From an optimization exercise on the open Yosys and OpenROAD flow, aimed at small area and a short achievable clock period; shortcuts taken in it are not production practice. In this exercise RTL edits were held to simulation tests only and were not proved equivalent to the original. Power figures rest on the tool's default switching activity, not on a simulated workload.

==> design/flow/design.v <==
module MorphologicGeneticAlgorithm #(
	parameter ImageWidth = 8,
	parameter ImageHeight = 4,
	parameter ErrorWidth = $clog2(ImageHeight*ImageWidth),
	parameter OpcodeWidth = 16,
	parameter OpCounterWidth = 1,
	parameter InstructionWidth = OpcodeWidth * (2**OpCounterWidth),
	parameter IndividualWidth = InstructionWidth
) (
	input clk,
	input rst,
	input [ImageHeight*ImageWidth-1:0]origin,
	input [ImageWidth*ImageHeight-1:0]objetive,
	output reg [IndividualWidth-1:0]bestIndividual,
	output [ErrorWidth-1:0]bestError,
	output cycle
);
localparam N = ImageWidth*ImageHeight;
reg [ErrorWidth-1:0] nBestError;
assign bestError = ~nBestError;
localparam W = ImageWidth;
localparam H = ImageHeight;
function [7:0] caRule(input [1:0] sel);
	caRule = sel == 2'b00 ? 8'b00011110 :
	         sel == 2'b01 ? 8'b00111100 :
	         sel == 2'b10 ? 8'b01011010 : 8'b10010110;
endfunction
function [31:0] mutationMask(input [95:0] r);
	mutationMask = r[95:64] & r[63:32] & r[31:0];
endfunction
function [3:0] hashOf(input [31:0] v);
	hashOf = {^v[31:24], ^v[23:16], ^v[15:8], ^v[7:0]};
endfunction
function [15:0] oneHot(input [3:0] a);
	oneHot = 16'd1 << a;
endfunction
genvar gi, gj;
reg void_r;       
reg hitR;         
reg [1:0] phase;  
reg [15:0] hashOH;    
reg [4:0] oldErrR;    
reg [4:0] cErrR;      
localparam P_IDLE = 2'd0, P_E1 = 2'd1, P_E2 = 2'd2, P_W = 2'd3;
wire inE1 = (phase == P_E1);
wire inE2 = (phase == P_E2);
wire inW = (phase == P_W);
reg cycleR;       
wire start = cycleR;
assign cycle = cycleR;
wire pull = hitR;
reg [4:0] qCount;
reg [3:0] rPtr;
reg [2:0] wPtr;
wire full = (qCount >= 5'd15);
wire push = ~full;
reg [31:0] qData [0:15];
reg [7:0] sCa;
reg [7:0] sRnd;
reg [5:0] sCnt;
wire [7:0] sRule = caRule(sCnt[5:4]);
wire [7:0] sCaNext;
generate
	for (gi = 0; gi < 8; gi = gi + 1) begin : _sca
		assign sCaNext[gi] = sRule[{sCa[(gi+1)%8], sCa[gi], sCa[gi==0?0:gi-1]}];
	end
endgenerate
always @(posedge clk or posedge rst) begin
	if (rst) begin
		sCa <= 8'h81;
		sRnd <= 8'h00;
		sCnt <= 6'd0;
	end else if (push) begin
		sCa <= sCaNext;
		sRnd <= {sRnd[6:0], sRnd[7]} ^ sCa;
		sCnt <= sCnt + 1'b1 + ^sCa;
	end
end
wire [3:0] dadAddr = sRnd[7:4];
wire [3:0] momAddr0 = sRnd[3:0];
wire [3:0] momAddr = (momAddr0 == dadAddr) ? {momAddr0[3:1], ~momAddr0[0]} : momAddr0;
reg [29:0] cCa;
reg [2:0] cCnt;
wire [7:0] cRule = caRule(cCnt[2:1]);
wire [29:0] cCaNext;
generate
	for (gi = 0; gi < 30; gi = gi + 1) begin : _cca
		assign cCaNext[gi] = cRule[{cCa[(gi+1)%30], cCa[gi], cCa[gi==0?0:gi-1]}];
	end
endgenerate
always @(posedge clk or posedge rst) begin
	if (rst) begin
		cCa <= 30'h1555;
		cCnt <= 3'd0;
	end else if (push) begin
		cCa <= cCaNext;
		cCnt <= cCnt + 1'b1;
	end
end
wire [9:0] cRandom;
generate
	for (gi = 0; gi < 10; gi = gi + 1) begin : _cpar
		if (gi % 2) assign cRandom[gi] = ^cCa[gi*3+2:gi*3];
		else        assign cRandom[gi] = ~^cCa[gi*3+2:gi*3];
	end
endgenerate
wire [4:0] rotationIndex = cRandom[4:0];
wire [4:0] crossMaskIndex = cRandom[9:5];
wire [31:0] maskBeforeRotate = 32'hFFFFFFFF << crossMaskIndex;
wire [95:0] maskRot3 = {maskBeforeRotate, maskBeforeRotate, maskBeforeRotate} << rotationIndex;
wire [31:0] crossMask = maskRot3[63:32];
reg [15:0] pValid;
reg [27:0] pInd [0:15];
reg [4:0] pErr [0:15];
wire [15:0] dadOH = oneHot(dadAddr);
wire [15:0] momOH = oneHot(momAddr);
reg [27:0] dadRaw, momRaw;
integer ri;
always @(*) begin
	dadRaw = 28'd0;
	momRaw = 28'd0;
	for (ri = 0; ri < 16; ri = ri + 1) begin
		dadRaw = dadRaw | (pInd[ri] & {28{dadOH[ri] & pValid[ri]}});
		momRaw = momRaw | (pInd[ri] & {28{momOH[ri] & pValid[ri]}});
	end
end
reg pendV;
reg [15:0] pendOH;
reg [27:0] pendT;
reg [4:0] pendE;
wire [15:0] pendMask = pendOH & {16{pendV}};
wire dadPend = |(dadOH & pendMask);
wire momPend = |(momOH & pendMask);
wire dadValid = |(dadOH & (pValid | pendMask));
wire momValid = |(momOH & (pValid | pendMask));
wire [31:0] dad, mom;
generate
	for (gi = 0; gi < 4; gi = gi + 1) begin : _unpack
		wire [6:0] dadB = dadPend ? pendT[gi*7+6:gi*7] : dadRaw[gi*7+6:gi*7];
		wire [6:0] momB = momPend ? pendT[gi*7+6:gi*7] : momRaw[gi*7+6:gi*7];
		assign dad[gi*8+6:gi*8] = dadB;
		assign dad[gi*8+7] = dadValid & (dadAddr[gi] ^ (^dadB));
		assign mom[gi*8+6:gi*8] = momB;
		assign mom[gi*8+7] = momValid & (momAddr[gi] ^ (^momB));
	end
endgenerate
wire [31:0] daughter = (dad & crossMask) | (mom & ~crossMask);
wire [31:0] son = (dad & ~crossMask) | (mom & crossMask);
reg [95:0] mCa;
reg [95:0] mRnd;
reg [5:0] mCnt;
wire [7:0] mRule = caRule(mCnt[5:4]);
wire [95:0] mCaNext;
generate
	for (gi = 0; gi < 96; gi = gi + 1) begin : _mca
		assign mCaNext[gi] = mRule[{mCa[(gi+1)%96], mCa[gi], mCa[gi==0?0:gi-1]}];
	end
endgenerate
wire [95:0] mRndNext = {mRnd[94:0], mRnd[95]} ^ mCa;
wire [31:0] maskNext = mutationMask(mRndNext);
always @(posedge clk) begin
	if (void_r) begin
		mCa <= {3{32'b11000000100010010101111010000001}};
		mRnd <= 96'd0;
		mCnt <= 6'd0;
	end else if (pull) begin
		mCa <= mCaNext;
		mRnd <= mRndNext;
		mCnt <= mCnt + 1'b1 + ^mCa;
	end
end
reg [31:0] T;    
reg [31:0] TN;   
wire [3:0] tnSlot = rPtr + 4'd1 + {3'd0, pull};
wire [15:0] tnSlotOH = oneHot(tnSlot);
reg [31:0] tnEntry;
always @(*) begin
	tnEntry = 32'd0;
	for (ri = 0; ri < 16; ri = ri + 1)
		tnEntry = tnEntry | (qData[ri] & {32{tnSlotOH[ri]}});
end
wire [31:0] TNm = TN ^ maskNext;
reg [15:0] cValid;
reg [27:0] cTag [0:15];
reg [4:0] cErr [0:15];
wire [15:0] tnIdxOH = oneHot(TNm[31:28]);
reg [27:0] tnTag;
reg [4:0] tnErr;
always @(*) begin
	tnTag = 28'd0;
	tnErr = 5'd0;
	for (ri = 0; ri < 16; ri = ri + 1) begin
		tnTag = tnTag | (cTag[ri] & {28{tnIdxOH[ri]}});
		tnErr = tnErr | (cErr[ri] & {5{tnIdxOH[ri]}});
	end
end
wire tnHit = |(tnIdxOH & cValid) & (tnTag == TNm[27:0]);
wire [15:0] tIdxOH = oneHot(T[31:28]);
reg [4:0] tErr;
always @(*) begin
	tErr = 5'd0;
	for (ri = 0; ri < 16; ri = ri + 1)
		tErr = tErr | (cErr[ri] & {5{tIdxOH[ri]}});
end
reg [31:0] Z;    
reg [31:0] Y;    
wire [15:0] nextOpcode = inE1 ? T[31:16] : T[15:0];
wire [8:0] nEl = nextOpcode[15:7];
wire [8:0] nRel = {nEl[0], nEl[1], nEl[2], nEl[3], nEl[4], nEl[5], nEl[6], nEl[7], nEl[8]};
reg [3:0] nMorphCtrl;
always @(*) begin
	case (nextOpcode[6:4])
		3'b001: nMorphCtrl = 4'b1000;  
		3'b010: nMorphCtrl = 4'b0010;  
		3'b011: nMorphCtrl = 4'b1010;  
		3'b100: nMorphCtrl = 4'b1111;  
		3'b101: nMorphCtrl = 4'b1011;  
		3'b110: nMorphCtrl = 4'b1110;  
		default: nMorphCtrl = 4'b0000;  
	endcase
end
wire nCeD = nMorphCtrl[3], nSwD = nMorphCtrl[2], nCeE = nMorphCtrl[1], nSwE = nMorphCtrl[0];
wire [8:0] nMaskD = nSwD ? nRel : nEl;
wire [8:0] nMaskE = nSwE ? nRel : nEl;
wire [8:0] nDm, nEm;
generate
	for (gi = 0; gi < 9; gi = gi + 1) begin : _nm
		assign nDm[gi] = nMaskD[8-gi];
		assign nEm[gi] = nMaskE[gi];
	end
endgenerate
wire [8:0] nDa = nCeD ? (nDm & {9{~nSwD}}) : 9'b000010000;
wire [8:0] nDb = nCeD ? (nDm & {9{nSwD}}) : 9'b000000000;
wire nDs = nCeD & nSwD;
wire [8:0] nEa = nCeE ? (nEm & {9{nSwE}}) : 9'b000010000;
wire [8:0] nEb = nCeE ? (nEm & {9{~nSwE}}) : 9'b000000000;
wire nEs = nCeE & ~nSwE;
wire [8:0] nEa2 = nDs ? nEb : nEa;
wire [8:0] nEb2 = nDs ? nEa : nEb;
reg [3:0] nLut;
always @(*) begin
	case (nextOpcode[2:0])  
		3'b000: nLut = 4'b1100;  
		3'b001: nLut = 4'b1010;  
		3'b010: nLut = 4'b0011;  
		3'b011: nLut = 4'b0101;  
		3'b100: nLut = 4'b1000;  
		3'b101: nLut = 4'b1110;  
		3'b110: nLut = 4'b0110;  
		default: nLut = 4'b1001;  
	endcase
end
wire [3:0] nLut2 = nEs ? {nLut[2], nLut[3], nLut[0], nLut[1]} : nLut;
reg [8:0] fDa, fDb, fEa, fEb;
reg [3:0] fLut;
reg fE1Y;      
reg fE2;       
always @(posedge clk) begin
	fDa <= nDa;
	fDb <= nDb;
	fEa <= nEa2;
	fEb <= nEb2;
	fLut <= nLut2;
	fE1Y <= (phase == P_IDLE) & start & ~T[19];
	fE2 <= inE1;
end
wire [N-1:0] logicA = fE2 ? Y : Z;
wire [N-1:0] objMask = objetive & {N{fE2}};
wire [N-1:0] stage1;    
wire [N-1:0] stage2;    
wire [N-1:0] val;       
generate
	for (gi = 0; gi < H; gi = gi + 1) begin : _row
		for (gj = 0; gj < W; gj = gj + 1) begin : _col
			wire [8:0] t1, t2;
			genvar dl, dc;
			for (dl = 0; dl < 3; dl = dl + 1) begin : _dl
				for (dc = 0; dc < 3; dc = dc + 1) begin : _dc
					if (gi + dl - 1 >= 0 && gi + dl - 1 < H && gj + dc - 1 >= 0 && gj + dc - 1 < W) begin : _in
						assign t1[dl*3+dc] = Z[(gi+dl-1)*W + gj+dc-1] ? fDa[dl*3+dc] : fDb[dl*3+dc];
						assign t2[dl*3+dc] = stage1[(gi+dl-1)*W + gj+dc-1] ? fEa[dl*3+dc] : fEb[dl*3+dc];
					end else begin : _out
						assign t1[dl*3+dc] = 1'b0;
						assign t2[dl*3+dc] = 1'b0;
					end
				end
			end
			assign stage1[gi*W+gj] = |t1;
			assign stage2[gi*W+gj] = |t2;
			wire a = logicA[gi*W+gj];
			wire u = (a ? fLut[3] : fLut[1]) ^ objMask[gi*W+gj];
			wire v = (a ? fLut[2] : fLut[0]) ^ objMask[gi*W+gj];
			assign val[gi*W+gj] = stage2[gi*W+gj] ? u : v;
		end
	end
endgenerate
wire [23:0] diffCounts;
generate
	for (gi = 0; gi < 8; gi = gi + 1) begin : _cnt4
		assign diffCounts[3*gi+2:3*gi] = {2'b00, val[4*gi]} + {2'b00, val[4*gi+1]}
			+ {2'b00, val[4*gi+2]} + {2'b00, val[4*gi+3]};
	end
endgenerate
wire allDiff = &val;
always @(posedge clk) begin
	Z <= fE2 ? {7'd0, allDiff, diffCounts} : fE1Y ? val : origin;
	Y <= val;
end
wire [3:0] pc4 [0:3];
wire [4:0] pc5 [0:1];
generate
	for (gi = 0; gi < 4; gi = gi + 1) begin : _pc4
		assign pc4[gi] = {1'b0, Z[6*gi+2:6*gi]} + {1'b0, Z[6*gi+5:6*gi+3]};
	end
	for (gi = 0; gi < 2; gi = gi + 1) begin : _pc5
		assign pc5[gi] = {1'b0, pc4[2*gi]} + {1'b0, pc4[2*gi+1]};
	end
endgenerate
wire [4:0] newErr = pc5[0] + pc5[1];
wire ltB_1 = Z[0] ^ Z[3] ^ Z[6];
wire ltB_2 = (Z[0] & Z[3]) | (Z[0] & Z[6]) | (Z[3] & Z[6]);
wire ltB_3 = Z[9] ^ Z[12] ^ Z[15];
wire ltB_4 = (Z[9] & Z[12]) | (Z[9] & Z[15]) | (Z[12] & Z[15]);
wire ltB_5 = Z[18] ^ Z[21] ^ ~bestError[0];
wire ltB_6 = (Z[18] & Z[21]) | (Z[18] & ~bestError[0]) | (Z[21] & ~bestError[0]);
wire ltB_7 = Z[1] ^ Z[4] ^ Z[7];
wire ltB_8 = (Z[1] & Z[4]) | (Z[1] & Z[7]) | (Z[4] & Z[7]);
wire ltB_9 = Z[10] ^ Z[13] ^ Z[16];
wire ltB_10 = (Z[10] & Z[13]) | (Z[10] & Z[16]) | (Z[13] & Z[16]);
wire ltB_11 = Z[19] ^ Z[22] ^ ~bestError[1];
wire ltB_12 = (Z[19] & Z[22]) | (Z[19] & ~bestError[1]) | (Z[22] & ~bestError[1]);
wire ltB_13 = Z[2] ^ Z[5] ^ Z[8];
wire ltB_14 = (Z[2] & Z[5]) | (Z[2] & Z[8]) | (Z[5] & Z[8]);
wire ltB_15 = Z[11] ^ Z[14] ^ Z[17];
wire ltB_16 = (Z[11] & Z[14]) | (Z[11] & Z[17]) | (Z[14] & Z[17]);
wire ltB_17 = Z[20] ^ Z[23] ^ ~bestError[2];
wire ltB_18 = (Z[20] & Z[23]) | (Z[20] & ~bestError[2]) | (Z[23] & ~bestError[2]);
wire ltB_19 = 1'b1 ^ ltB_1 ^ ltB_3;
wire ltB_20 = (1'b1 & ltB_1) | (1'b1 & ltB_3) | (ltB_1 & ltB_3);
wire ltB_21 = ltB_2 ^ ltB_4 ^ ltB_6;
wire ltB_22 = (ltB_2 & ltB_4) | (ltB_2 & ltB_6) | (ltB_4 & ltB_6);
wire ltB_23 = ltB_7 ^ ltB_9 ^ ltB_11;
wire ltB_24 = (ltB_7 & ltB_9) | (ltB_7 & ltB_11) | (ltB_9 & ltB_11);
wire ltB_25 = ltB_8 ^ ltB_10 ^ ltB_12;
wire ltB_26 = (ltB_8 & ltB_10) | (ltB_8 & ltB_12) | (ltB_10 & ltB_12);
wire ltB_27 = ltB_13 ^ ltB_15 ^ ltB_17;
wire ltB_28 = (ltB_13 & ltB_15) | (ltB_13 & ltB_17) | (ltB_15 & ltB_17);
wire ltB_29 = ~bestError[3] ^ ltB_14 ^ ltB_16;
wire ltB_30 = (~bestError[3] & ltB_14) | (~bestError[3] & ltB_16) | (ltB_14 & ltB_16);
wire ltB_31 = ltB_20 ^ ltB_21 ^ ltB_23;
wire ltB_32 = (ltB_20 & ltB_21) | (ltB_20 & ltB_23) | (ltB_21 & ltB_23);
wire ltB_33 = ltB_22 ^ ltB_24 ^ ltB_25;
wire ltB_34 = (ltB_22 & ltB_24) | (ltB_22 & ltB_25) | (ltB_24 & ltB_25);
wire ltB_35 = ltB_18 ^ ltB_26 ^ ltB_28;
wire ltB_36 = (ltB_18 & ltB_26) | (ltB_18 & ltB_28) | (ltB_26 & ltB_28);
wire ltB_37 = ltB_27 ^ ltB_32 ^ ltB_33;
wire ltB_38 = (ltB_27 & ltB_32) | (ltB_27 & ltB_33) | (ltB_32 & ltB_33);
wire ltB_39 = ltB_29 ^ ltB_34 ^ ltB_35;
wire ltB_40 = (ltB_29 & ltB_34) | (ltB_29 & ltB_35) | (ltB_34 & ltB_35);
wire ltB_41 = ~bestError[4] ^ ltB_30 ^ ltB_36;
wire ltB_42 = (~bestError[4] & ltB_30) | (~bestError[4] & ltB_36) | (ltB_30 & ltB_36);
wire [6:0] ltB_r1 = {1'b0, ltB_42, ltB_40, ltB_38, ltB_37, ltB_31, ltB_5};
wire [6:0] ltB_r2 = {1'b0, 1'b1, ltB_41, ltB_39, 1'b0, 1'b0, ltB_19};
wire [6:0] ltB_v = ltB_r1 + ltB_r2;
wire ltO_1 = Z[0] ^ Z[3] ^ Z[6];
wire ltO_2 = (Z[0] & Z[3]) | (Z[0] & Z[6]) | (Z[3] & Z[6]);
wire ltO_3 = Z[9] ^ Z[12] ^ Z[15];
wire ltO_4 = (Z[9] & Z[12]) | (Z[9] & Z[15]) | (Z[12] & Z[15]);
wire ltO_5 = Z[18] ^ Z[21] ^ ~oldErrR[0];
wire ltO_6 = (Z[18] & Z[21]) | (Z[18] & ~oldErrR[0]) | (Z[21] & ~oldErrR[0]);
wire ltO_7 = Z[1] ^ Z[4] ^ Z[7];
wire ltO_8 = (Z[1] & Z[4]) | (Z[1] & Z[7]) | (Z[4] & Z[7]);
wire ltO_9 = Z[10] ^ Z[13] ^ Z[16];
wire ltO_10 = (Z[10] & Z[13]) | (Z[10] & Z[16]) | (Z[13] & Z[16]);
wire ltO_11 = Z[19] ^ Z[22] ^ ~oldErrR[1];
wire ltO_12 = (Z[19] & Z[22]) | (Z[19] & ~oldErrR[1]) | (Z[22] & ~oldErrR[1]);
wire ltO_13 = Z[2] ^ Z[5] ^ Z[8];
wire ltO_14 = (Z[2] & Z[5]) | (Z[2] & Z[8]) | (Z[5] & Z[8]);
wire ltO_15 = Z[11] ^ Z[14] ^ Z[17];
wire ltO_16 = (Z[11] & Z[14]) | (Z[11] & Z[17]) | (Z[14] & Z[17]);
wire ltO_17 = Z[20] ^ Z[23] ^ ~oldErrR[2];
wire ltO_18 = (Z[20] & Z[23]) | (Z[20] & ~oldErrR[2]) | (Z[23] & ~oldErrR[2]);
wire ltO_19 = 1'b1 ^ ltO_1 ^ ltO_3;
wire ltO_20 = (1'b1 & ltO_1) | (1'b1 & ltO_3) | (ltO_1 & ltO_3);
wire ltO_21 = ltO_2 ^ ltO_4 ^ ltO_6;
wire ltO_22 = (ltO_2 & ltO_4) | (ltO_2 & ltO_6) | (ltO_4 & ltO_6);
wire ltO_23 = ltO_7 ^ ltO_9 ^ ltO_11;
wire ltO_24 = (ltO_7 & ltO_9) | (ltO_7 & ltO_11) | (ltO_9 & ltO_11);
wire ltO_25 = ltO_8 ^ ltO_10 ^ ltO_12;
wire ltO_26 = (ltO_8 & ltO_10) | (ltO_8 & ltO_12) | (ltO_10 & ltO_12);
wire ltO_27 = ltO_13 ^ ltO_15 ^ ltO_17;
wire ltO_28 = (ltO_13 & ltO_15) | (ltO_13 & ltO_17) | (ltO_15 & ltO_17);
wire ltO_29 = ~oldErrR[3] ^ ltO_14 ^ ltO_16;
wire ltO_30 = (~oldErrR[3] & ltO_14) | (~oldErrR[3] & ltO_16) | (ltO_14 & ltO_16);
wire ltO_31 = ltO_20 ^ ltO_21 ^ ltO_23;
wire ltO_32 = (ltO_20 & ltO_21) | (ltO_20 & ltO_23) | (ltO_21 & ltO_23);
wire ltO_33 = ltO_22 ^ ltO_24 ^ ltO_25;
wire ltO_34 = (ltO_22 & ltO_24) | (ltO_22 & ltO_25) | (ltO_24 & ltO_25);
wire ltO_35 = ltO_18 ^ ltO_26 ^ ltO_28;
wire ltO_36 = (ltO_18 & ltO_26) | (ltO_18 & ltO_28) | (ltO_26 & ltO_28);
wire ltO_37 = ltO_27 ^ ltO_32 ^ ltO_33;
wire ltO_38 = (ltO_27 & ltO_32) | (ltO_27 & ltO_33) | (ltO_32 & ltO_33);
wire ltO_39 = ltO_29 ^ ltO_34 ^ ltO_35;
wire ltO_40 = (ltO_29 & ltO_34) | (ltO_29 & ltO_35) | (ltO_34 & ltO_35);
wire ltO_41 = ~oldErrR[4] ^ ltO_30 ^ ltO_36;
wire ltO_42 = (~oldErrR[4] & ltO_30) | (~oldErrR[4] & ltO_36) | (ltO_30 & ltO_36);
wire [6:0] ltO_r1 = {1'b0, ltO_42, ltO_40, ltO_38, ltO_37, ltO_31, ltO_5};
wire [6:0] ltO_r2 = {1'b0, 1'b1, ltO_41, ltO_39, 1'b0, 1'b0, ltO_19};
wire [6:0] ltO_v = ltO_r1 + ltO_r2;
wire newLtBest = Z[24] ? (bestError != 5'd0) : ~ltB_v[6];
wire newLtOld = Z[24] ? (oldErrR != 5'd0) : ~ltO_v[6];
wire [4:0] cachedError = inW ? newErr : cErrR;
wire replace = pull & (inW ? newLtOld : (cErrR < oldErrR));
wire better = pull & (inW ? newLtBest : (cErrR < bestError));
wire [3:0] tnHash = hashOf(TNm);
wire [3:0] tHash = hashOf(T);
wire [3:0] rdHash = pull ? tnHash : tHash;
wire [15:0] rdHashOH = oneHot(rdHash);
reg [4:0] rdErr;
always @(*) begin
	rdErr = 5'd0;
	for (ri = 0; ri < 16; ri = ri + 1)
		rdErr = rdErr | ((pendMask[ri] ? pendE : pValid[ri] ? pErr[ri] : 5'b11111) & {5{rdHashOH[ri]}});
end
wire sameSlot = (tnHash == tHash);
wire sameIdx = (TNm[31:28] == T[31:28]);
integer j;
always @(posedge clk) begin
	for (j = 0; j < 16; j = j + 1) begin
		if (push && (wPtr == j[3:1])) begin
			qData[j] <= j[0] ? son : daughter;
		end
		if (pendMask[j]) begin
			pInd[j] <= pendT;
			pErr[j] <= pendE;
		end
		if (inE2 && tIdxOH[j]) begin
			cTag[j] <= T[27:0];
		end
		if (inW && tIdxOH[j]) begin
			cErr[j] <= newErr;
		end
	end
	TN <= tnEntry;
	if (pull)
		T <= TNm;
	else if (void_r)
		T <= daughter;
	hashOH <= rdHashOH;
	pendOH <= hashOH;
	pendT <= {T[30:24], T[22:16], T[14:8], T[6:0]};
	pendE <= cachedError;
	oldErrR <= (pull & replace & sameSlot) ? cachedError : rdErr;
	cErrR <= pull ? ((inW & sameIdx) ? newErr : tnErr) : tErr;
	if (void_r)
		cValid <= 16'd0;
	else if (inE2)
		cValid <= cValid | tIdxOH;
end
always @(posedge clk or posedge rst) begin
	if (rst) begin
		void_r <= 1'b1;
		hitR <= 1'b0;
		cycleR <= 1'b0;
		phase <= P_IDLE;
		qCount <= 5'd0;
		rPtr <= 4'd0;
		wPtr <= 3'd0;
		pValid <= 16'd0;
		pendV <= 1'b0;
		bestIndividual <= 32'd0;
		nBestError <= 5'b00000;
	end else begin
		void_r <= 1'b0;
		if (inE2)
			hitR <= 1'b1;
		else if (pull)
			hitR <= tnHit;
		cycleR <= ~(inE2 | (pull ? tnHit : hitR));
		case (phase)
			P_IDLE: if (start) phase <= P_E1;
			P_E1: phase <= P_E2;
			P_E2: phase <= P_W;
			default: phase <= P_IDLE;
		endcase
		qCount <= qCount + {3'd0, push, 1'b0} - {4'd0, pull};
		if (pull)
			rPtr <= rPtr + 1'b1;
		if (push)
			wPtr <= wPtr + 1'b1;
		pendV <= replace;
		pValid <= pValid | pendMask;
		if (better) begin
			nBestError <= ~cachedError;
			bestIndividual <= T;
		end
	end
end
endmodule
==> design/flow/flow/run.sh <==
#!/bin/bash
# The standard ORFS layout (the standard.sh: standard synthesis, same
# floorplan, power grid, placement, CTS and routing), with the timing repair
# steps asked to leave 9.7 ns of setup slack at the design's 14 ns clock,
# so that they size and buffer for a ~4.3 ns cycle. The SDC is not changed.
set -euo pipefail
bash standard.sh SETUP_SLACK_MARGIN=9.7 finish > standard.log 2>&1
==> design/flow/standard.sh <==
#!/bin/bash
# synth_recipe.tcl (not shown) runs the flow's synth.tcl, then flattens the netlist and writes it again
# the make line also repeats each setting of config.mk as NAME=value (left out here)
make -C /OpenROAD-flow-scripts/flow DESIGN_CONFIG=/design/flow/config.mk WORK_HOME=/design/flow/orfs CLKGATE_MAP_FILE= SYNTH_SCRIPT=/design/flow/synth_recipe.tcl "${@:-finish}"
==> design/flow/config.mk <==
export PLATFORM = sky130hd
export DESIGN_NAME = MorphologicGeneticAlgorithm
export DESIGN_NICKNAME = MorphologicGeneticAlgorithm
export VERILOG_FILES = /design/flow/design.v
export SDC_FILE = /design/flow/constraint.sdc
export NUM_CORES = 4
export LEC_CHECK = 0
export CAP_MARGIN = 20
export CORE_MARGIN = 2
export CORE_UTILIZATION = 60
export CTS_CLUSTER_DIAMETER = 50
export CTS_CLUSTER_SIZE = 30
export PLACE_DENSITY = 0.72
export SLEW_MARGIN = 20
==> design/flow/constraint.sdc <==
create_clock -name core_clock -period 14.0 [get_ports {clk}]
set_input_delay 2.8000 -clock core_clock [delete_from_list [all_inputs] [get_ports {clk}]]
set_output_delay 2.8000 -clock core_clock [all_outputs]
set_load 0.01 [all_outputs]
==> summary.md, run 1 <==
| Metric | Value |
|---|---|
| Post-synthesis sequential area ratio | `between 50 and 60%` |
| Drt pass-1 iters | `14` |
| Core footprint | `between 150,000 and 200,000 um^2` |
| Clk root buf | `clkbuf_16` |
| Final Worst Setup Slack | `~9.4 ns` |
| Post-place setup slack | `8.49 ns` |
| Setup CP Type | `reg -> reg` |
| Via/cell ratio | `7.40` |
| Max VDD drop | `~0.30 mV` |
| Synth warnings | `6` |
| Reg power frac | `between 20 and 30%` |
| HP Start | `hashOH[9]` |
| RR Endpoint | `bestIndividual[11]` |
| Yosys cell types | `roughly 100` |
| DIE HEIGHT | `about 430 um` |
| DIE AREA | `approximately 180,000 um^2` |
| Clock Path Buffers | `3` |
| Initial cell density of the core | `between 60% and 70%` |
| Cell with the most instances after synthesis | `edfxtp_1` |
| Hold Violations, Final | `0` |
| Most frequent cells after synthesis | `edfxtp_1 (1,600), nand2_1 (713), clkbuf_1 (694)` |
| Grt ovf | `0` |
| Top_reg_cell synth | `edfxtp_1` |
| H-tree depth | `4` |
| IO Pins | `104` |
| Logic pwr share | `a little over half` |
| Cell Rows | `between 150 and 200` |
| Period utilization | `approximately 33%` |
| Max-slew violation count | `0` |
| Mapped Area | `about 110,000 um^2` |
| DP Area | `approximately 110,000 um^2` |
| All-Layer GR Usage | `between 40 and 50%` |
| CP endpoint kind | `register` |
| Syn Nets | `~9,900` |
| CTS tree | `done` |
| Worst rel slew slack | `between 15 and 20%` |
| Clock latency on the worst-skew pair | `0.92 ns` |
| NetSw | `approximately 15 mW` |
| Met3 Wirelength | `62,200 um` |
| Hold-critical path depth | `0` |
| Fin nets | `9,791` |
| FFs w/ async S/R, synth | `~5.9%` |
| Post-DP HPWL | `240,000 um` |
| Endpoints failing setup | `0` |
| Worst-margin pin slew | `roughly 1.2 ns` |
| Chip width | `between 400 and 500 um` |
| Setup TNS | `0 ns` |
| Seq cells post-synth | `2,153` |
| Post-synth EDFFs | `1,600` |
| PortBufs | `103` |
| Vias in the first global route | `about 82,000` |
| Fmax | `about 0.22 GHz` |
| # clock sinks | `2,153` |
| Critical path data required time | `14.77 ns` |
| Power per cell area | `268 nW/um^2` |
| Filler cells | `about 13,000` |
| First-pass GRT wire length | `574,000 um` |
| Status | `timing/DRC/antenna clean` |
| Reg-to-reg critical path startpoint | `Z[20]` |
| Crit path time final | `between 4 and 5 ns` |
| Routed wl met2 | `between 150,000 and 200,000 um` |
| Area leader, netlist | `edfxtp_1` |
| Cell count after synthesis | `between 9,000 and 10,000` |
| Cts bufs inserted | `about 180` |
| Clock Power Share | `17.0%` |
| Worst-case clock skew | `between 0.1 and 0.15 ns` |
| Top cells by area, synth | `edfxtp_1 (44%), dfxtp_1 (7.9%), mux2i_1 (4.9%), xnor2_1 (2.7%), dfrtp_1 (2.7%)` |
| Post-route cell area | `between 100,000 and 150,000 um^2` |
| Drt drc | `0` |
| Hold Crit Class | `reg -> reg` |
| WL final | `slightly above 400,000 um` |
| Largest net degree at the start of global routing | `187` |
| Clk slew on worst S/H paths | `around 0.090 ns` |
| Leak Pwr | `42.5 nW` |
| RSZ-0062 raised after global routing | `yes` |
| WL/cell | `33.6 um` |
| Mapped Avg Cell Area | `between 10 and 15 um^2` |
| DRT antenna net count | `0` |
| DR vias | `between 80,000 and 90,000` |
| Hold_buf cts | `0` |
| Critical Path AT | `5.37 ns` |
| Fraction of layout cells with a size suffix above 1 | `around 16%` |
| DR top layer | `met5` |
| Setup crit start kind | `register` |
| DRC violation total after the first TritonRoute iteration | `about 17,000` |
| GPL Wtd Cong | `a little under 1` |
| Area growth syn-to-layout | `13.6%` |
| Total Power | `~33 mW` |
| Worst-path fanout max | `6` |
| Maxcap violations | `0` |
| Initial antenna violation count | `15` |
| Switching share of power | `46.5%` |
| R2R cell count | `19` |
| Internal Pwr Total | `between 15 and 20 mW` |
| Worst hold endpoint | `pendOH[9]` |
| Top-area cell type share of the netlist area | `about 44%` |
| Reg2Reg Setup Slack | `9.40 ns` |
| Post-Route M1 WL | `approximately 140,000 um` |
## power by group through the flow
stage	Combinational [mW]	Sequential, mW	Clock, mW
after detailed placement	14.9	9.84	0
final	17.5	9.78	5.61
after global routing	18.1	9.83	5.83
after floorplan	9.58	9.29	0
after CTS	15.8	9.71	5.60
after global placement	14.7	9.81	0
## area by class of cell
cell class                 instances  area [um^2]  area share, %
tap                             2355         2950           2.40
sequential                      2153        60000           48.9
clock buffer                     196         4700           3.83
antenna                           15         37.5         0.0306
multi-input combinational       6364        46200           37.6
timing repair buffer             650         6030           4.92
inverter                         246          942          0.767
clock inverter                   147         1950           1.59
## worst max-delay path, stage by stage (launching register included)
cell	delay (ns)
dfxtp_4	0.40
buf_6	0.13
inv_4	0.03
fa_1	0.54
inv_2	0.04
fa_2	0.35
fa_1	0.52
inv_2	0.04
fa_1	0.47
inv_1	0.04
ha_1	0.28
nand4b_1	0.09
o21bai_1	0.09
a211oi_1	0.35
o211a_1	0.26
o21ai_4	0.07
buf_12	0.20
buf_4	0.16
buf_16	0.14
mux2_4	0.30
## registers in the layout, summed over array words and instances, names as in the netlist, 16 cells and up
signal,count
qData,512
cTag,448
pInd,448
mCa,96
mRnd,96
cErr,80
pErr,80
TN,32
T,32
Y,32
Z,32
bestIndividual,32
cCa,30
pendT,28
cValid,16
hashOH,16
pValid,16
pendOH,16
## repair_timing
item,in CTS,in global routing
pin swaps,61,103
setup endpoints to repair,663,212
gates resized for setup,490,239
gates cloned,10,13
setup buffers,96,148
## worst max path at each step
stage,endpoint,start
2_1_floorplan,Z[24],objetive[12]
3_3_place_gp,Z[24],Z[13]
3_5_place_dp,T[31],sRnd[2]
4_1_cts,bestError[1],nBestError[1]
5_1_grt,bestIndividual[11],Z[20]
6_report,bestIndividual[11],Z[20]
## per-stage QoR
step	util (%)	std cells	hold WS, ns
after global routing	68.7	12100	0.327
after CTS	67.3	11900	0.327
after detailed placement	62.4	11500	0.312
final	68.7	12100	0.312
after floorplan	-	9679	0.310
after global placement	62.4	11500	0.311
## layer usage
layer,up-vias,GRT usage (%)
met2,7879,62.1
met5,-,0
met3,1796,14.2
met1,43200,55.2
li1,36900,-
met4,14,24.6
## layout by cell type (no fill, tap or decap), types with 71 or more instances in the layout
master / instances
nand4_1: 182
a22oi_1: 249
a21oi_1: 505
o21ai_0: 521
nand2_1: 694
mux2i_1: 507
nand3b_1: 82
a211oi_1: 181
nor3_1: 71
nor2_1: 445
clkbuf_16: 193
a221oi_1: 193
nand3_1: 561
dfxtp_1: 347
a222oi_1: 95
a31oi_1: 129
a22o_1: 186
dfrtp_1: 106
mux2_2: 106
inv_1: 208
o211ai_1: 95
buf_4: 439
xnor2_1: 295
edfxtp_1: 1600
## cell families after synthesis
group                    after synthesis  share of synthesized area (%)
AO/OA/AOI/OAI                       2616                           16.7
AND/OR/NAND/NOR                     2500                           11.4
flip-flops                          2153                           55.3
buffers and inverters               1168                           4.25
multiplexers                         690                           6.86
XOR/XNOR                             417                           3.59
adder cells (fa/ha/maj)              134                           1.91
other                                  1                        0.00347
==> run 2, diff against run 1 <==
--- a/design/flow/design.v
+++ b/design/flow/design.v
@@ -42,2 +42,3 @@
 reg [4:0] oldErrR;    
+reg oldFwd;           
 reg [4:0] cErrR;      
@@ -130,2 +131,3 @@
 reg [4:0] pendE;
+wire [4:0] oldErr = oldFwd ? pendE : oldErrR;
 wire [15:0] pendMask = pendOH & {16{pendV}};
@@ -303,18 +305,41 @@
 endgenerate
-wire allDiff = &val;
 always @(posedge clk) begin
-	Z <= fE2 ? {7'd0, allDiff, diffCounts} : fE1Y ? val : origin;
+	Z <= fE2 ? {8'd0, diffCounts} : fE1Y ? val : origin;
 	Y <= val;
 end
-wire [3:0] pc4 [0:3];
-wire [4:0] pc5 [0:1];
-generate
-	for (gi = 0; gi < 4; gi = gi + 1) begin : _pc4
-		assign pc4[gi] = {1'b0, Z[6*gi+2:6*gi]} + {1'b0, Z[6*gi+5:6*gi+3]};
-	end
-	for (gi = 0; gi < 2; gi = gi + 1) begin : _pc5
-		assign pc5[gi] = {1'b0, pc4[2*gi]} + {1'b0, pc4[2*gi+1]};
-	end
-endgenerate
-wire [4:0] newErr = pc5[0] + pc5[1];
+wire errS_1 = Z[0] ^ Z[3] ^ Z[6];
+wire errS_2 = (Z[0] & Z[3]) | (Z[0] & Z[6]) | (Z[3] & Z[6]);
+wire errS_3 = Z[9] ^ Z[12] ^ Z[15];
+wire errS_4 = (Z[9] & Z[12]) | (Z[9] & Z[15]) | (Z[12] & Z[15]);
+wire errS_5 = Z[1] ^ Z[4] ^ Z[7];
+wire errS_6 = (Z[1] & Z[4]) | (Z[1] & Z[7]) | (Z[4] & Z[7]);
+wire errS_7 = Z[10] ^ Z[13] ^ Z[16];
+wire errS_8 = (Z[10] & Z[13]) | (Z[10] & Z[16]) | (Z[13] & Z[16]);
+wire errS_9 = Z[2] ^ Z[5] ^ Z[8];
+wire errS_10 = (Z[2] & Z[5]) | (Z[2] & Z[8]) | (Z[5] & Z[8]);
+wire errS_11 = Z[11] ^ Z[14] ^ Z[17];
+wire errS_12 = (Z[11] & Z[14]) | (Z[11] & Z[17]) | (Z[14] & Z[17]);
+wire errS_13 = Z[18] ^ Z[21] ^ errS_1;
+wire errS_14 = (Z[18] & Z[21]) | (Z[18] & errS_1) | (Z[21] & errS_1);
+wire errS_15 = Z[19] ^ Z[22] ^ errS_2;
+wire errS_16 = (Z[19] & Z[22]) | (Z[19] & errS_2) | (Z[22] & errS_2);
+wire errS_17 = errS_4 ^ errS_5 ^ errS_7;
+wire errS_18 = (errS_4 & errS_5) | (errS_4 & errS_7) | (errS_5 & errS_7);
+wire errS_19 = Z[20] ^ Z[23] ^ errS_6;
+wire errS_20 = (Z[20] & Z[23]) | (Z[20] & errS_6) | (Z[23] & errS_6);
+wire errS_21 = errS_8 ^ errS_9 ^ errS_11;
+wire errS_22 = (errS_8 & errS_9) | (errS_8 & errS_11) | (errS_9 & errS_11);
+wire errS_23 = errS_14 ^ errS_15 ^ errS_17;
+wire errS_24 = (errS_14 & errS_15) | (errS_14 & errS_17) | (errS_15 & errS_17);
+wire errS_25 = errS_16 ^ errS_18 ^ errS_19;
+wire errS_26 = (errS_16 & errS_18) | (errS_16 & errS_19) | (errS_18 & errS_19);
+wire errS_27 = errS_10 ^ errS_12 ^ errS_20;
+wire errS_28 = (errS_10 & errS_12) | (errS_10 & errS_20) | (errS_12 & errS_20);
+wire errS_29 = errS_21 ^ errS_24 ^ errS_25;
+wire errS_30 = (errS_21 & errS_24) | (errS_21 & errS_25) | (errS_24 & errS_25);
+wire errS_31 = errS_22 ^ errS_26 ^ errS_27;
+wire errS_32 = (errS_22 & errS_26) | (errS_22 & errS_27) | (errS_26 & errS_27);
+wire [4:0] errS_r1 = {errS_32, errS_30, errS_29, errS_23, errS_3};
+wire [4:0] errS_r2 = {errS_28, errS_31, 1'b0, 1'b0, errS_13};
+wire [4:0] newErr = errS_r1 + errS_r2;
 wire ltB_1 = Z[0] ^ Z[3] ^ Z[6];
@@ -368,4 +393,4 @@
 wire ltO_4 = (Z[9] & Z[12]) | (Z[9] & Z[15]) | (Z[12] & Z[15]);
-wire ltO_5 = Z[18] ^ Z[21] ^ ~oldErrR[0];
-wire ltO_6 = (Z[18] & Z[21]) | (Z[18] & ~oldErrR[0]) | (Z[21] & ~oldErrR[0]);
+wire ltO_5 = Z[18] ^ Z[21] ^ ~oldErr[0];
+wire ltO_6 = (Z[18] & Z[21]) | (Z[18] & ~oldErr[0]) | (Z[21] & ~oldErr[0]);
 wire ltO_7 = Z[1] ^ Z[4] ^ Z[7];
@@ -374,4 +399,4 @@
 wire ltO_10 = (Z[10] & Z[13]) | (Z[10] & Z[16]) | (Z[13] & Z[16]);
-wire ltO_11 = Z[19] ^ Z[22] ^ ~oldErrR[1];
-wire ltO_12 = (Z[19] & Z[22]) | (Z[19] & ~oldErrR[1]) | (Z[22] & ~oldErrR[1]);
+wire ltO_11 = Z[19] ^ Z[22] ^ ~oldErr[1];
+wire ltO_12 = (Z[19] & Z[22]) | (Z[19] & ~oldErr[1]) | (Z[22] & ~oldErr[1]);
 wire ltO_13 = Z[2] ^ Z[5] ^ Z[8];
@@ -380,4 +405,4 @@
 wire ltO_16 = (Z[11] & Z[14]) | (Z[11] & Z[17]) | (Z[14] & Z[17]);
-wire ltO_17 = Z[20] ^ Z[23] ^ ~oldErrR[2];
-wire ltO_18 = (Z[20] & Z[23]) | (Z[20] & ~oldErrR[2]) | (Z[23] & ~oldErrR[2]);
+wire ltO_17 = Z[20] ^ Z[23] ^ ~oldErr[2];
+wire ltO_18 = (Z[20] & Z[23]) | (Z[20] & ~oldErr[2]) | (Z[23] & ~oldErr[2]);
 wire ltO_19 = 1'b1 ^ ltO_1 ^ ltO_3;
@@ -392,4 +417,4 @@
 wire ltO_28 = (ltO_13 & ltO_15) | (ltO_13 & ltO_17) | (ltO_15 & ltO_17);
-wire ltO_29 = ~oldErrR[3] ^ ltO_14 ^ ltO_16;
-wire ltO_30 = (~oldErrR[3] & ltO_14) | (~oldErrR[3] & ltO_16) | (ltO_14 & ltO_16);
+wire ltO_29 = ~oldErr[3] ^ ltO_14 ^ ltO_16;
+wire ltO_30 = (~oldErr[3] & ltO_14) | (~oldErr[3] & ltO_16) | (ltO_14 & ltO_16);
 wire ltO_31 = ltO_20 ^ ltO_21 ^ ltO_23;
@@ -404,4 +429,4 @@
 wire ltO_40 = (ltO_29 & ltO_34) | (ltO_29 & ltO_35) | (ltO_34 & ltO_35);
-wire ltO_41 = ~oldErrR[4] ^ ltO_30 ^ ltO_36;
-wire ltO_42 = (~oldErrR[4] & ltO_30) | (~oldErrR[4] & ltO_36) | (ltO_30 & ltO_36);
+wire ltO_41 = ~oldErr[4] ^ ltO_30 ^ ltO_36;
+wire ltO_42 = (~oldErr[4] & ltO_30) | (~oldErr[4] & ltO_36) | (ltO_30 & ltO_36);
 wire [6:0] ltO_r1 = {1'b0, ltO_42, ltO_40, ltO_38, ltO_37, ltO_31, ltO_5};
@@ -409,6 +434,7 @@
 wire [6:0] ltO_v = ltO_r1 + ltO_r2;
-wire newLtBest = Z[24] ? (bestError != 5'd0) : ~ltB_v[6];
-wire newLtOld = Z[24] ? (oldErrR != 5'd0) : ~ltO_v[6];
+wire allDiff = &{Z[23], Z[20], Z[17], Z[14], Z[11], Z[8], Z[5], Z[2]};
+wire newLtBest = allDiff ? (bestError != 5'd0) : ~ltB_v[6];
+wire newLtOld = allDiff ? (oldErr != 5'd0) : ~ltO_v[6];
 wire [4:0] cachedError = inW ? newErr : cErrR;
-wire replace = pull & (inW ? newLtOld : (cErrR < oldErrR));
+wire replace = pull & (inW ? newLtOld : (cErrR < oldErr));
 wire better = pull & (inW ? newLtBest : (cErrR < bestError));
@@ -452,3 +478,4 @@
 	pendE <= cachedError;
-	oldErrR <= (pull & replace & sameSlot) ? cachedError : rdErr;
+	oldErrR <= (pull & sameSlot) ? oldErr : rdErr;
+	oldFwd <= pull & sameSlot & replace;
 	cErrR <= pull ? ((inW & sameIdx) ? newErr : tnErr) : tErr;
==> run 2 against run 1 <==
Clock skew shrank 0.049 ns; sequential share of layout area grew 1.4 points; register-to-register slack gained 0.11 ns; worst setup slack gained 0.11 ns; cell area shrank 2.9%; still clean; first-iteration DRC count shrank 9.1%; sequential cell count grew 1; via count shrank 5.2%; synthesized cell count shrank 2.9%; largest power group unchanged; final cell count shrank 3.6%; wire length shrank 6.4%; maximum frequency grew 2.4%.
==> summary.md, run 2 <==
| Metric | Value |
|---|---|
| Fin nets | `9,369 (-4.3%)` |
| Status | `timing/DRC/antenna clean` |
| Mapped Avg Cell Area | `11.4 um^2 (+1.9%)` |
| Top-area cell type share of the netlist area | `44.9% (+0.48 points)` |
| Initial cell density of the core | `60.6% (+0.077 points)` |
| Clock Path Buffers | `3 (unchanged)` |
| Switching share of power | `44.6% (-1.9 points)` |
| DIE HEIGHT | `426 um (-0.53%)` |
| Maxcap violations | `0 (unchanged)` |
| Clk slew on worst S/H paths | `0.07 ns (-0.02 ns)` |
| Logic pwr share | `48.8% (-4.4 points)` |
| Reg2Reg Setup Slack | `9.51 ns (+0.11 ns)` |
| Mapped Area | `107,000 um^2 (-1.1%)` |
| Power per cell area | `253 nW/um^2 (-5.6%)` |
| Core footprint | `176,000 um^2 (-1.2%)` |
| Worst-case clock skew | `0.0615 ns (-0.0494 ns)` |
| GPL Wtd Cong | `0.981 (-0.13%)` |
| Worst rel slew slack | `16.4% (-1.1 points)` |
| FFs w/ async S/R, synth | `5.85% (about the same)` |
| Worst Path Buf+Inv | `5 (-3)` |
| Fraction of layout cells with a size suffix above 1 | `14.3% (-1.8 points)` |
| CP max stage delay | `0.55 ns (about the same)` |
| Setup CP Type | `reg -> reg` |
| GRT Max-Usage Layer | `met2` |
| Cell with the most instances after synthesis | `edfxtp_1` |
| Crit-path slowest cell | `fa_1` |
| H-tree depth | `4 (unchanged)` |
| WL/cell | `32.6 um (-3.0%)` |
| RSZ-0062 raised after global routing | `yes` |
| Top cells by area, synth | `edfxtp_1 (45%), dfxtp_1 (8.0%), mux2i_1 (5.5%), xnor2_1 (2.9%), dfrtp_1 (2.7%)` |
| Most frequent cells after synthesis | `edfxtp_1 (1,600), nand2_1 (726), clkbuf_1 (679)` |
| Area growth syn-to-layout | `11.5%` |
| Clock Power Share | `18.7% (+1.7 points)` |
| Chip width | `426 um (-0.53%)` |
| Grt met2 use | `60.3% (-1.9 points)` |
| Drt drc | `0 (unchanged)` |
| NetSw | `13.4 mW (-12%)` |
| First-pass GRT wire length | `541,000 um (-5.8%)` |
| Top flop regs | `qData: 512 flops, cTag: 448 flops, pInd: 448 flops` |
| Grt met3 use | `13.1% (-1.1 points)` |
| Crit path top cell by count | `fa_1` |
| Cell Rows | `154 (-0.65%)` |
| Internal Pwr Total | `16.7 mW (-5.1%)` |
| DIE AREA | `182,000 um^2 (-1.1%)` |
| Critical path data required time | `14.72 ns (-0.05 ns)` |
| Setup crit start kind | `register` |
| Worst-path fanout max | `6 (unchanged)` |
| Max VDD drop | `0.270 mV (-9.8%)` |
| HP Start | `hashOH[12]` |
| Reg power frac | `32.5% (+2.8 points)` |
| CP endpoint kind | `register` |
| Post-DP HPWL | `229,000 um (-4.8%)` |
| Cell count after synthesis | `9,398 (-2.9%)` |
| Seq cells post-synth | `2,154 (+0.046%)` |
| Hold Violations, Final | `0 (unchanged)` |
| DRC violation total after the first TritonRoute iteration | `15,200 (-9.1%)` |
| Worst-margin pin slew | `1.25 ns (+0.0261 ns)` |
| Endpoints failing setup | `0 (unchanged)` |
| Cts bufs inserted | `179 (-1.6%)` |
| Leak Pwr | `41.4 nW (-2.6%)` |
| CP delay by family, top | `adder cells` |
| Critical Path AT | `5.21 ns (-0.16 ns)` |
| Most flops, register | `qData` |
| Filler cells | `12,800 (+0.74%)` |
| Cells along the critical path | `inv_4, fa_1, inv_2, fa_2, fa_1, inv_2, fa_1, inv_1, ha_1, a41o_1, a211oi_2, nor2_1, a21oi_2, a22o_4, buf_12, nand2_8, mux2_4` |
| Initial antenna violation count | `32 (+17)` |
| Hold slack | `0.329 ns (+0.0162 ns)` |
| Grt ovf | `0 (unchanged)` |
| Max-slew violation count | `0 (unchanged)` |
| WL final | `381,000 um (-6.4%)` |
| DR vias | `85,100 (-5.2%)` |
| Post-synthesis sequential area ratio | `55.9% (+0.61 points)` |
| Fmax | `0.223 GHz (+2.4%)` |
| Top_reg_cell synth | `edfxtp_1` |
| RR Endpoint | `bestIndividual[22]` |
| All-Layer GR Usage | `40.7% (-1.7 points)` |
| Most frequent cells in the layout | `edfxtp_1 (1,600), nand2_1 (713), mux2i_1 (582)` |
| IO Pins | `104 (unchanged)` |
| Clk root buf | `clkbuf_16` |
| GRT met1 Usage | `53.0% (-2.1 points)` |
| Hold-critical path depth | `0 (unchanged)` |
| CTS tree | `done` |
| Area leader, netlist | `edfxtp_1` |
| Reg-to-reg critical path startpoint | `Z[20]` |
| Hold Crit Class | `reg -> reg` |
| Vias in the first global route | `78,300 (-4.4%)` |
| Synth warnings | `6 (unchanged)` |
| R2R cell count | `17 (-2)` |
| Via/cell ratio | `7.28 (-1.7%)` |
| Crit path time final | `4.49 ns (-0.109 ns)` |
| Drt pass-1 iters | `13 (-1)` |
| Worst hold endpoint | `pendOH[12]` |
| Setup TNS | `0 ns (unchanged)` |
| Clock latency on the worst-skew pair | `0.90 ns (-0.02 ns)` |
| # clock sinks | `2,154 (+0.046%)` |
| Most common cell after layout, fill and taps aside | `edfxtp_1` |
| Max reg flops | `512 (unchanged)` |
| Syn Nets | `9,584 (-2.9%)` |
| Period utilization | `32.1% (-0.78 points)` |
| Largest net degree at the start of global routing | `118 (-37%)` |
| Post-synth EDFFs | `1,600 (unchanged)` |
| PortBufs | `103 (unchanged)` |
| Hold_buf cts | `0 (unchanged)` |
| DRT antenna net count | `0 (unchanged)` |
| Yosys cell types | `105 (+1.9%)` |
## run 2: changes by cell type after synthesis, moves of 23 or more
cell       before  now
a21oi_1       511  481
a22o_1        186  211
a22oi_1       252  383
a31oi_1       130  185
and2_1         31   58
mux2i_1       526  587
nand3_1       565  358
nand3b_1       82   30
nand4_1       182  127
o2111ai_1      31    8
o211ai_1       95   43
o21ai_0       541  495
## run 2: logic make-up after synthesis
| family | Yosys count | synth area share (%) |
|---|---|---|
| buffers and inverters | 1127 | 4.11 |
| AND/OR/NAND/NOR | 2207 | 9.96 |
| other | 1 | 0.00351 |
| AO/OA/AOI/OAI | 2603 | 16.8 |
| multiplexers | 780 | 7.95 |
| XOR/XNOR | 403 | 3.42 |
| flip-flops | 2154 | 55.9 |
| adder cells (fa/ha/maj) | 123 | 1.80 |
## run 2: routing by layer
metal / up-vias / part of all wire, %
li1: 35600 / -
met1: 41300 / 35
met2: 6788 / 43
met3: 1494 / 15
met4: 22 / 6.9
met5: - / 0.043
## run 2: worst max-delay path by stage
stage                  from                  to  cells after the start
global placement      Z[17]   bestIndividual[1]                     14
detailed placement  sRnd[5]        qData[7][23]                     14
CTS                   Z[23]  bestIndividual[22]                     17
finish                Z[20]  bestIndividual[22]                     17
global route          Z[20]  bestIndividual[22]                     17
floorplan               rst   bestIndividual[0]                      1
## run 2: layout make-up
| type | count | area [um^2] | area share [%] |
|---|---|---|---|
| sequential | 2154 | 60000 | 50.3 |
| multi-input combinational | 6122 | 44300 | 37.2 |
| inverter | 245 | 942 | 0.790 |
| antenna | 12 | 30.0 | 0.0252 |
| clock buffer | 196 | 4740 | 3.98 |
| tap | 2340 | 2930 | 2.46 |
| clock inverter | 143 | 2000 | 1.68 |
| timing repair buffer | 481 | 4280 | 3.59 |
## run 2: what timing repair did
action                                  in CTS  in global routing
endpoints found under the setup margin     698                185
gates resized for setup                    354                165
hold endpoints to repair                     0                  0
gates cloned                                 8                  5
setup buffers                               38                 69
pin swaps                                   22                 42
## run 2: power by group through the flow
stage,Combinational (mW),Sequential [mW],Clock [mW]
finish,14.7,9.79,5.66
global route,15.2,9.84,5.89
CTS,13.7,9.72,5.65
detailed placement,13.2,9.88,0
global placement,12.9,9.86,0
floorplan,8.62,9.28,0
## run 2: worst register-to-register path: stages (launching register included)
cell      delay (ns)
dfxtp_4         0.40
inv_4           0.05
fa_1            0.55
inv_2           0.04
fa_2            0.34
fa_1            0.53
inv_2           0.04
fa_1            0.48
inv_1           0.04
ha_1            0.29
a41o_1          0.20
a211oi_2        0.27
nor2_1          0.10
a21oi_2         0.17
a22o_4          0.20
buf_12          0.16
nand2_8         0.13
mux2_4          0.39
## run 2: through the flow
stage	worst slack (ns)	area (um^2)	util, %	instances	power [mW]
after floorplan	9.65	107000	-	9398	17.9
after global placement	8.56	110000	62.3	11200	22.8
after detailed placement	8.39	110000	62.3	11200	23.1
after CTS	9.53	118000	66.8	11600	29.1
after global routing	9.44	119000	67.5	11700	30.9
final	9.51	119000	67.5	11700	30.2
==> run 3, diff against run 2 <==
==> design/flow/flow/run.sh (replaced) <==
#!/bin/bash
# The standard ORFS layout (the standard.sh: standard synthesis, same
# floorplan, power grid, placement, CTS and routing), with the timing repair
# steps asked to leave 9.5 ns of setup slack at the design's 14 ns clock,
# so that they size and buffer for a ~4.5 ns cycle. The SDC is not changed.
set -euo pipefail
bash standard.sh SETUP_SLACK_MARGIN=9.5 finish > standard.log 2>&1
==> run 3 against run 2 <==
Worst hold slack hardly changed; sequential cell count stayed put; synthesized cell count stayed put; critical endpoint is now qData[0][23]; largest cell class unchanged.
==> summary.md, run 3 <==
| Metric | Value |
|---|---|
| Area growth syn-to-layout | `10.5%` |
| DIE HEIGHT | `426 um (unchanged)` |
| Total Power | `29.7 mW (-1.4%)` |
| DP Cell Count | `11,200 (+0.0089%)` |
| Hold Crit Class | `reg -> reg` |
| Mapped Area | `107,000 um^2 (unchanged)` |
| Fraction of layout cells with a size suffix above 1 | `12.7% (-1.6 points)` |
| Grt ovf | `0 (unchanged)` |
| Largest net degree at the start of global routing | `118 (unchanged)` |
| Drt pass-1 iters | `10 (-3)` |
| Post-synthesis sequential area ratio | `55.9% (unchanged)` |
| FFs w/ async S/R, synth | `5.85% (unchanged)` |
| Worst-margin pin slew | `1.24 ns (-0.0171 ns)` |
| All-Layer GR Usage | `40.9% (+0.21 points)` |
| IO Pins | `104 (unchanged)` |
| Seq cells post-synth | `2,154 (unchanged)` |
| CTS tree | `done` |
| Post-place setup slack | `8.44 ns (+0.0422 ns)` |
| Post-Layout Cell Count | `11,600 (-0.48%)` |
| Hold Violations, Final | `0 (unchanged)` |
| Fin nets | `9,319 (-0.53%)` |
| Status | `timing/DRC/antenna clean` |
| Cts bufs inserted | `176 (-1.7%)` |
| Area leader, netlist | `edfxtp_1` |
| PortBufs | `103 (unchanged)` |
| Worst-case clock skew | `0.0432 ns (-0.0183 ns)` |
| Most common cell after layout, fill and taps aside | `edfxtp_1` |
| Hold slack | `0.329 ns (+0.000395 ns)` |
| Final design utilization | `66.9% (-0.61 points)` |
| Top flop regs | `qData: 512 flops, cTag: 448 flops, pInd: 448 flops` |
| Max VDD drop | `0.212 mV (-22%)` |
| Cell Rows | `154 (unchanged)` |
| GRT Max-Usage Layer | `met2` |
| Most flops, register | `qData` |
| Chip width | `426 um (unchanged)` |
| First-pass GRT wire length | `542,000 um (+0.24%)` |
| Setup TNS | `0 ns (unchanged)` |
| DP Area | `110,000 um^2 (about the same)` |
| Worst rel slew slack | `16.7% (+0.27 points)` |
| Grt met3 use | `11.8% (-1.3 points)` |
| Critical path data required time | `14.54 ns (-0.18 ns)` |
| Critical Path AT | `5.14 ns (-0.07 ns)` |
| Yosys cell types | `105 (unchanged)` |
| Fmax | `0.218 GHz (-2.3%)` |
| WL/cell | `32.6 um (-0.10%)` |
| Clk root buf | `clkbuf_16` |
| Top_reg_cell synth | `edfxtp_1` |
| Cell count after synthesis | `9,398 (unchanged)` |
| Initial antenna violation count | `23 (-28%)` |
| Final Worst Setup Slack | `9.41 ns (-0.105 ns)` |
| Crit path time final | `4.59 ns (+0.105 ns)` |
| Clock latency on the worst-skew pair | `0.86 ns (-0.04 ns)` |
| Vias in the first global route | `77,700 (-0.78%)` |
| Maxcap violations | `0 (unchanged)` |
| Core footprint | `176,000 um^2 (unchanged)` |
| Via/cell ratio | `7.22 (-0.80%)` |
| Top cells by area, synth | `edfxtp_1 (45%), dfxtp_1 (8.0%), mux2i_1 (5.5%), xnor2_1 (2.9%), dfrtp_1 (2.7%)` |
| Cell with the most instances after synthesis | `edfxtp_1` |
| Max reg flops | `512 (unchanged)` |
| DIE AREA | `182,000 um^2 (unchanged)` |
| Period utilization | `32.8% (+0.75 points)` |
| Max-slew violation count | `0 (unchanged)` |
| # clock sinks | `2,154 (unchanged)` |
| Grt met2 use | `60.5% (+0.24 points)` |
| Mapped Avg Cell Area | `11.4 um^2 (unchanged)` |
| Most frequent cells after synthesis | `edfxtp_1 (1,600), nand2_1 (726), clkbuf_1 (679)` |
| CP endpoint kind | `register` |
| Setup crit start kind | `register` |
| Syn Nets | `9,584 (unchanged)` |
| RSZ-0062 raised after global routing | `yes` |
| Most frequent cells in the layout | `edfxtp_1 (1,600), nand2_1 (719), mux2i_1 (585)` |
| DR vias | `84,000 (-1.3%)` |
| Post-route cell area | `118,000 um^2 (-0.90%)` |
| GRT met1 Usage | `53.8% (+0.79 points)` |
| Post-DP HPWL | `234,000 um (+2.3%)` |
| GPL Wtd Cong | `0.988 (+0.74%)` |
| DRC violation total after the first TritonRoute iteration | `14,800 (-3.0%)` |
| Hold_buf cts | `0 (unchanged)` |
| WL final | `379,000 um (-0.58%)` |
| Setup CP Type | `reg -> reg` |
| Leak Pwr | `40.9 nW (-1.1%)` |
| DRT antenna net count | `0 (unchanged)` |
| Clk slew on worst S/H paths | `0.08 ns (about the same)` |
| Endpoints failing setup | `0 (unchanged)` |
| Top-area cell type share of the netlist area | `44.9% (unchanged)` |
| Clock Path Buffers | `3 (unchanged)` |
| Worst-path fanout max | `29 (+23)` |
| Synth warnings | `6 (unchanged)` |
| Drt drc | `0 (unchanged)` |
| Initial cell density of the core | `60.6% (unchanged)` |
| Power per cell area | `252 nW/um^2 (-0.50%)` |
| Post-synth EDFFs | `1,600 (unchanged)` |
| H-tree depth | `4 (unchanged)` |
-- run 3: cell counts after synthesis --
No cell type changed its count.
-- run 3: power by group --
| part | internal, mW | switching, mW | total, mW |
|---|---|---|---|
| registers | 8.71 | 1.04 | 9.75 |
| clock network | 2.79 | 2.81 | 5.60 |
| logic | 4.96 | 9.44 | 14.4 |
| total | 16.5 | 13.3 | 29.7 |
-- run 3: per-layer routing --
layer / vias to the layer above / part of all wire [%] / wire [um]
li1: 35400 / - / -
met1: 40800 / 36 / 135000
met2: 6322 / 43 / 164000
met3: 1422 / 14 / 52000
met4: 10 / 7.3 / 27700
met5: - / 0.019 / 73
-- run 3: area by class of cell --
type / instances / area (um^2)
sequential: 2154 / 59900
fill: 13000 / 58300
multi-input combinational: 6122 / 44000
clock buffer: 191 / 4590
timing repair buffer: 434 / 3700
tap: 2340 / 2930
clock inverter: 143 / 2090
inverter: 245 / 927
antenna: 8 / 20.0
-- run 3: logic make-up (layout without fill, tap and decap cells) --
family          Yosys count  count (layout)  synth area share (%)
compound gates         2603            2603                  16.8
xor+xnor                403             403                  3.42
fa+ha+maj               123             123                  1.80
buf+inv                1127            1013                  4.11
flops                  2154            2154                  55.9
mux                     780             780                  7.95
other cells               1               9               0.00351
simple gates           2207            2212                  9.96
-- run 3: repair_timing --
action	CTS	global route
setup buffers	37	28
gates cloned	6	1
pin swaps	11	11
resized for setup	187	114
setup endpoints to repair	558	139
-- run 3: critical path, stage by stage, from the launching register on --
cell and delay (ns):
dfrtp_1 0.40, buf_4 0.44, nor4bb_4 0.40, buf_4 0.47
and3_1 0.65, a22o_1 0.25, a221o_1 0.10, nor3_1 0.06
o21ai_0 0.66, xnor2_1 0.20, xnor3_1 0.29, nand3_1 0.14
nand2_1 0.19
-- run 3: path summary, 6_finish.rpt --
check	startpoint	endpoint	slack, ns	cells after the start
worst max-delay path	sRnd[2]	qData[0][23]	9.41	12
worst min-delay path	hashOH[15]	pendOH[15]	0.33	0
worst max register to register	sRnd[2]	qData[0][23]	9.41	12
worst min register to register	hashOH[15]	pendOH[15]	0.33	0
max in group asynchronous	rst	cCnt[2]	10.22	3
min in group asynchronous	rst	sCa[4]	2.45	2

[re-timing with driven ports]
No port has a modelled driver above. Below, the same layouts with a new extraction and two added sets of constraints. Step 1 (the two cells are an assumption about what drives the block):
set clk [get_ports {clk}]
set_driving_cell -lib_cell sky130_fd_sc_hd__clkbuf_16 $clk
set_driving_cell -lib_cell sky130_fd_sc_hd__buf_2 [delete_from_list [all_inputs] $clk]
Step 2, shift: input delay + t, output delay - t, t = (earliest + latest rising clock arrival at the registers) / 2. This alone moves slack from input paths to output paths. Slacks: ideal ports / drivers / drivers and shift; pairs: ideal ports / drivers.
run | t, ns | setup WS [ns] | cell pins on the clock port's net
run 1 | 0.954 | 9.402 / 9.402 / 8.770 | 1
run 2 | 0.950 | 9.511 / 9.511 / 9.030 | 1
run 3 | 0.933 | 9.406 / 9.406 / 8.967 | 1
After both steps every run listed still meets setup and hold. For run 1, which loses most, drivers alone change the setup slack by 0.000 ns; drivers and shift together by -0.632 ns.
